This is an optimization exercise on Yosys and OpenROAD, whose aim is small area, a short achievable clock period and few clock cycles per item, not a production implementation.
The RTL was checked by simulation tests, not by an equivalence proof against the original design.

north:
## f32_mult
module f32_mult (
  input logic clk, rst_n,
  input logic [31:0] a, b,
  input logic start,
  output logic done,
  output logic [31:0] p
);
function automatic logic [4:0] lzc24(input logic [23:0] x);
  lzc24 = 5'd23;
  for (int i = 0; i < 24; i++)
    if (x[i]) lzc24 = 5'(23 - i);
endfunction
function automatic logic [4:0] tzc24(input logic [23:0] x);
  tzc24 = 5'd23;
  for (int i = 23; i >= 0; i--)
    if (x[i]) tzc24 = 5'(i);
endfunction
logic s_r;
logic a_ez, b_ez, a_fz, b_fz, a_emax, b_emax;
logic a_nan, b_nan, a_inf, b_inf, a_zero, b_zero, a_den, b_den;
assign s_r    = a[31] ^ b[31];
assign a_ez   = (a[30:23] == 8'h00);
assign b_ez   = (b[30:23] == 8'h00);
assign a_fz   = (a[22:0] == 23'h0);
assign b_fz   = (b[22:0] == 23'h0);
assign a_emax = (a[30:23] == 8'hFF);
assign b_emax = (b[30:23] == 8'hFF);
assign a_nan  = a_emax & ~a_fz;
assign b_nan  = b_emax & ~b_fz;
assign a_inf  = a_emax & a_fz;
assign b_inf  = b_emax & b_fz;
assign a_zero = a_ez & a_fz;
assign b_zero = b_ez & b_fz;
assign a_den  = a_ez & ~a_fz;
assign b_den  = b_ez & ~b_fz;
logic [23:0] m_a, m_b;
  ...
Size: roughly 3600 cells after synthesis, ~33 flip-flops.
Settings: LEC_CHECK=0, ABC_AREA=1, CAP_MARGIN=20, CORE_MARGIN=2, CORE_UTILIZATION=40, SETUP_SLACK_MARGIN=1.5, SLEW_MARGIN=20, SYNTH_HIERARCHICAL=1, SYNTH_MINIMUM_KEEP_SIZE=0; clock period 12.0 ns.
standard.sh (not shown) runs the stock make flow with config.mk's settings and CLKGATE_MAP_FILE= SYNTH_SCRIPT=/design/flow/synth_recipe.tcl, a recipe that flattens the netlist after the stock synthesis.
==> flow/flow/run.sh <==
#!/bin/bash
# The standard layout, with the input/output port buffers made from plain
# buf cells (buffer_ports otherwise picks a slow delay cell for them).
set -euo pipefail
bash standard.sh "BUFFER_PORTS_ARGS=-buffer_cell sky130_fd_sc_hd__buf_1" finish > standard_flow.log 2>&1
north reached the final stage; the timing, design-rule and antenna checks on its layout passed.
Testbench counts of north, summed over its fixed seeds: cycles 12,000, ops 12,000.
Changes in south relative to north:
Settings: CORE_UTILIZATION: 40 -> 60.
==> flow/run.sh (new file) <==
#!/bin/bash
# synth_recipe.tcl (not shown) runs the flow's synth.tcl, then flattens the netlist and writes it again
# the make line also repeats each setting of config.mk as NAME=value (left out here)
make -C /OpenROAD-flow-scripts/flow DESIGN_CONFIG=/design/flow/config.mk WORK_HOME=/design/flow/orfs CLKGATE_MAP_FILE= SYNTH_SCRIPT=/design/flow/synth_recipe.tcl finish
removed: flow/flow/run.sh
removed: flow/standard.sh
==> comparison <==
- Taking north as the reference, in south global-route wire length before repair increased 4.7%; upper clock frequency limit now sits lower.
- A end point of the critical path of p[13]$_DFF_P_ is what south shows, while p[12]$_DFF_P_ belongs to north.
- Re placeable core area: south is 33% down on north.
- From north to south the numbers moved as follows: first-iteration DRC count climbed about 25%, routability-driven placement congestion ratio has increased, worst setup slack went down 0.18 ns, period utilization went up 1.5 points, worst hold slack rose by 0.37 ns.
Setup changes, south to east
Settings: SETUP_SLACK_MARGIN now 2.0, was 1.5; CORE_UTILIZATION now 40, was 60.
==> flow/flow/run.sh (new file) <==
#!/bin/bash
# The standard layout, with the input/output port buffers made from plain
# buf cells (buffer_ports otherwise picks a slow delay cell for them).
set -euo pipefail
bash standard.sh "BUFFER_PORTS_ARGS=-buffer_cell sky130_fd_sc_hd__buf_4" finish > standard_flow.log 2>&1
==> flow/standard.sh (new file) <==
#!/bin/bash
# synth_recipe.tcl (not shown) runs the flow's synth.tcl, then flattens the netlist and writes it again
# the make line also repeats each setting of config.mk as NAME=value (left out here)
make -C /OpenROAD-flow-scripts/flow DESIGN_CONFIG=/design/flow/config.mk WORK_HOME=/design/flow/orfs CLKGATE_MAP_FILE= SYNTH_SCRIPT=/design/flow/synth_recipe.tcl "${@:-finish}"
removed: flow/run.sh
- east ended with every stage complete and zero timing, DRC or antenna violations.
- Via density per instance for east: 13% down relative to south
- Comparing actual transition at the worst max-transition pin for south and east, the smaller number came from south.
- From south to east the numbers moved as follows: met1 demand-to-capacity share in global routing went down, wire length went down, cell area after layout went up, maximum count of clock buffers along a single path did not really move.
- east ended with more layout overhead on the synthesized area than south.
- p[19]$_DFF_P_ as the end point of the critical path was reported by east, and p[13]$_DFF_P_ by south.
- From south to east the numbers moved as follows: worst hold slack decreased 0.37 ns.
> inputs changed (east -> west)
Settings: putting PLACE_DENSITY at 0.75 where nothing was set; swapping 2.0 for 1.5 in SETUP_SLACK_MARGIN.
Findings:
Timing, DRC, antenna: 0 failures across east and west
Design area was higher in east than in west.
The final critical-path setup slack of west is lower than that of east.
Number of instances in the synthesized netlist: west vs east identical
Input changes introduced in middle (baseline for comparison: west):
Settings: clearing PLACE_DENSITY, which used to be 0.75.
Notes after the runs:
- The final reports for middle and west show area added between synthesis and finish higher in the former.
- Placed wire-length estimate after detailed placement for middle: about 8% up relative to west
- Summary of middle over west: number of setup buffers added after CTS now larger; non-clock buffer count now larger; complex-gate fraction of the synthesized area comparable; fraction of standard cell area that is sequential comparable; count of clock-buffer cells in the layout now smaller.

afterwards: timing with drivers on the ports:
In the flow no input, the clock included, has a driving cell. The finished layouts below were timed again as built, in two steps.
Step 1: set_driving_cell puts a clkbuf_16 on clk and a buf_2 on each other input, an assumption about the parent block.
Step 2 moves the port delays by t, midway between the first and last clock arrival at a register: inputs arrive t later, outputs are due t later. That takes back most of the time a late clock gives input paths.
Three values: ideal ports, drivers, drivers and shift; two values: the first two.
| run | t, ns | setup WS [ns] | hold slack, ns | worst setup path at the end | worst register clock-pin slew, ns |
|---|---|---|---|---|---|
| north | 0.322 | 1.697 / 1.709 / 1.387 | 1.867 / 1.854 / 2.176 | input to register | 0.06 / 0.06 |
| south | 0.337 | 1.515 / 1.533 / 1.196 | 2.234 / 2.217 / 2.554 | input to register | 0.06 / 0.06 |
| east | 0.326 | 2.126 / 2.124 / 1.798 | 1.865 / 1.871 / 2.197 | input to register | 0.06 / 0.06 |
| west | 0.304 | 1.811 / 1.802 / 1.497 | 1.883 / 1.886 / 2.191 | input to register | 0.05 / 0.05 |
| middle | 0.325 | 1.836 / 1.817 / 1.492 | 1.866 / 1.871 / 2.196 | input to register | 0.06 / 0.06 |
After both steps every run listed still meets setup and hold. The setup slack of middle, which loses most, moves by -0.019 ns with the drivers and by -0.344 ns with both steps.
